This is an optimization exercise on Yosys and OpenROAD, whose aim is small area, not a production implementation.
Function was checked by simulation only, so behaviour that the tests miss may differ from the original.
Power and IR drop assume default switching activity.

==> flow/design.v (excerpt) <==
module morse (
    input wire clk,
    input wire RX,
    input wire[3:0] SW,  
    output wire LED_R,
    output wire LED_G,
    output wire LED_B
);
clock: 10.0 ns
lec_check: 0
abc_area: 1
cap_margin: 20
core_margin: 2
core_utilization: 40
cts_buf_list: sky130_fd_sc_hd__clkbuf_4
cts_cluster_diameter: 60
cts_cluster_size: 20
slew_margin: 20
standard.sh (not shown) runs the stock make flow with config.mk's settings and CLKGATE_MAP_FILE= SYNTH_SCRIPT=/design/flow/synth_recipe.tcl, a recipe that flattens the netlist after the stock synthesis.
==> flow/flow/run.sh <==
#!/bin/bash
# The standard layout, with one change: synthesis maps the logic with an
# area-only ABC script (flow/abc_area.script, used through ABC_AREA 1) in
# place of ORFS's, which also buffers and sizes for speed. Everything else,
# register mapping included, is ORFS's own.
set -euo pipefail
here=$(pwd)
mkdir -p scripts
for f in "$FLOW_HOME"/scripts/*; do
  ln -sf "$f" scripts/
done
rm -f scripts/abc_area.script
cp flow/abc_area.script scripts/abc_area.script
export SCRIPTS_DIR="$here/scripts"
export CTS_ARGS="-sink_clustering_enable -repair_clock_nets -buf_list {sky130_fd_sc_hd__clkbuf_4 sky130_fd_sc_hd__clkbuf_8} -sink_clustering_size 30 -sink_clustering_max_diameter 120 -sink_clustering_levels 1 -dont_use_dummy_load"
bash standard.sh > "$here/standard.log" 2>&1
==> flow/flow/abc_area.script <==
strash
&get -n
&st
&dch
&nf -R 1000
&put
The first run finished with timing, DRC and antenna clean.
Rerun with:
--- a/flow/flow/run.sh
+++ b/flow/flow/run.sh
@@ -14,3 +14,3 @@
 export SCRIPTS_DIR="$here/scripts"
-export CTS_ARGS="-sink_clustering_enable -repair_clock_nets -buf_list {sky130_fd_sc_hd__clkbuf_4 sky130_fd_sc_hd__clkbuf_8} -sink_clustering_size 30 -sink_clustering_max_diameter 120 -sink_clustering_levels 1 -dont_use_dummy_load"
+export CTS_ARGS="-repair_clock_nets -buf_list sky130_fd_sc_hd__clkbuf_4 -dont_use_dummy_load"
 bash standard.sh > "$here/standard.log" 2>&1
The changed run finished with timing, DRC and antenna clean.
Clock skew grows by 0.013 ns.
Via count went down by 0.35%.
Power fell by 9.6%.
Design area shrinks by 2.0%.
Rerun with:
--- a/flow/flow/run.sh
+++ b/flow/flow/run.sh
@@ -14,3 +14,2 @@
 export SCRIPTS_DIR="$here/scripts"
-export CTS_ARGS="-repair_clock_nets -buf_list sky130_fd_sc_hd__clkbuf_4 -dont_use_dummy_load"
 bash standard.sh > "$here/standard.log" 2>&1
Settings changed: CTS_BUF_LIST sky130_fd_sc_hd__clkbuf_4 to sky130_fd_sc_hd__clkbuf_8, CTS_CLUSTER_DIAMETER 60 to 100, CTS_CLUSTER_SIZE 20 to 40.
The new run went through all stages and came out clean.
Worst setup slack is better by 0.056 ns.
Core utilization increases by 2.4 points.
Total power rises by a quarter to a third.
Worst hold slack improves by 0.011 ns.
First-iteration DRC count rises by a few percent.
Die area is unchanged.
Area after synthesis is unchanged.
Synthesized cell count does not change.
Rerun with:
==> flow/run.sh (new file) <==
#!/bin/bash
# synth_recipe.tcl (not shown) runs the flow's synth.tcl, then flattens the netlist and writes it again
# the make line also repeats each setting of config.mk as NAME=value (left out here)
make -C /OpenROAD-flow-scripts/flow DESIGN_CONFIG=/design/flow/config.mk WORK_HOME=/design/flow/orfs CLKGATE_MAP_FILE= SYNTH_SCRIPT=/design/flow/synth_recipe.tcl finish
Settings changed: ABC_AREA 1 to unset, CTS_BUF_LIST sky130_fd_sc_hd__clkbuf_8 to sky130_fd_sc_hd__clkbuf_4.
removed: flow/flow/run.sh
removed: flow/flow/abc_area.script
removed: flow/standard.sh
What happened: Setup slack got worse by 0.047 ns; via count is higher by 0.60%; worst hold slack improved by 0.0074 ns; design area goes up by 2.0%; wire length increases by 4.1%.

* * *

morse again, from the RTL that the note above started with.
export LEC_CHECK = 0
export ABC_AREA = 1
export CAP_MARGIN = 20
export CORE_MARGIN = 2
export CORE_UTILIZATION = 40
export CTS_BUF_LIST = sky130_fd_sc_hd__clkbuf_4
export CTS_CLUSTER_DIAMETER = 60
export CTS_CLUSTER_SIZE = 20
export SLEW_MARGIN = 20
create_clock -name core_clock -period 10.0 [get_ports {clk}]
==> flow/flow/run.sh <==
#!/bin/bash
# The standard layout, with one change: synthesis maps the logic with an
# area-only ABC script (flow/abc_area.script, used through ABC_AREA 1) in
# place of ORFS's, which also buffers and sizes for speed. Everything else,
# register mapping included, is ORFS's own.
set -euo pipefail
here=$(pwd)
mkdir -p scripts
for f in "$FLOW_HOME"/scripts/*; do
  ln -sf "$f" scripts/
done
rm -f scripts/abc_area.script
cp flow/abc_area.script scripts/abc_area.script
export SCRIPTS_DIR="$here/scripts"
export CTS_ARGS="-sink_clustering_enable -repair_clock_nets -buf_list sky130_fd_sc_hd__clkbuf_4 -sink_clustering_size 12 -sink_clustering_max_diameter 50 -dont_use_dummy_load"
bash standard.sh > "$here/standard.log" 2>&1
==> flow/flow/abc_area.script <==
strash
&get -n
&st
&dch
&nf -R 1000
&put
The first run ran to the end with no violations.
Rerun with:
--- a/flow/flow/run.sh
+++ b/flow/flow/run.sh
@@ -13,4 +13,4 @@
 cp flow/abc_area.script scripts/abc_area.script
 export SCRIPTS_DIR="$here/scripts"
-export CTS_ARGS="-sink_clustering_enable -repair_clock_nets -buf_list sky130_fd_sc_hd__clkbuf_4 -sink_clustering_size 12 -sink_clustering_max_diameter 50 -dont_use_dummy_load"
+export CTS_ARGS="-sink_clustering_enable -repair_clock_nets -buf_list {sky130_fd_sc_hd__clkbuf_4 sky130_fd_sc_hd__clkbuf_8} -root_buf sky130_fd_sc_hd__clkbuf_8 -sink_clustering_size 20 -sink_clustering_max_diameter 60 -dont_use_dummy_load"
 bash standard.sh > "$here/standard.log" 2>&1
Utilization rose by 0.93 points.
Total power rose by 11%.
Area after synthesis is unchanged.
Combinational power hardly moves.
Hold slack barely changes.
Cell count stays the same.
Via count rose by 0.35%.
Cell area rose by 2.1%.

==> static timing again, ports no longer ideal <==
No port has a modelled driver above. Below, the same layouts with a new extraction and two added sets of constraints. Step 1 assumes that a clkbuf_16 drives the clock port and a buf_2 every other input. Step 2, shift: input delay + t, output delay - t, t = (earliest + latest rising clock arrival at the registers) / 2. This alone moves slack from input paths to output paths. a / b / c = no drivers / after step 1 / after step 2; a / b = the first two.
| run | shift t [ns] | setup slack, ns | hold WS [ns] | worst data-port slew with drivers (ns) |
|---|---|---|---|---|
| the first run of note 1 | 0.438 | 5.950 / 5.916 / 5.904 | 0.315 / 0.315 / 0.315 | 0.03 |
| the second run of note 1 | 0.496 | 5.885 / 5.853 / 5.902 | 0.315 / 0.315 / 0.315 | 0.03 |
| the third run of note 1 | 0.442 | 5.940 / 5.907 / 5.905 | 0.326 / 0.326 / 0.326 | 0.03 |
| the fourth run of note 1 | 0.549 | 5.893 / 5.857 / 6.134 | 0.334 / 0.334 / 0.334 | 0.03 |
| the first run of note 2 | 0.496 | 5.885 / 5.853 / 5.902 | 0.315 / 0.315 / 0.315 | 0.03 |
| the second run of note 2 | 0.438 | 5.950 / 5.916 / 5.904 | 0.315 / 0.315 / 0.315 | 0.03 |
After both steps setup and hold are still met in every run listed.
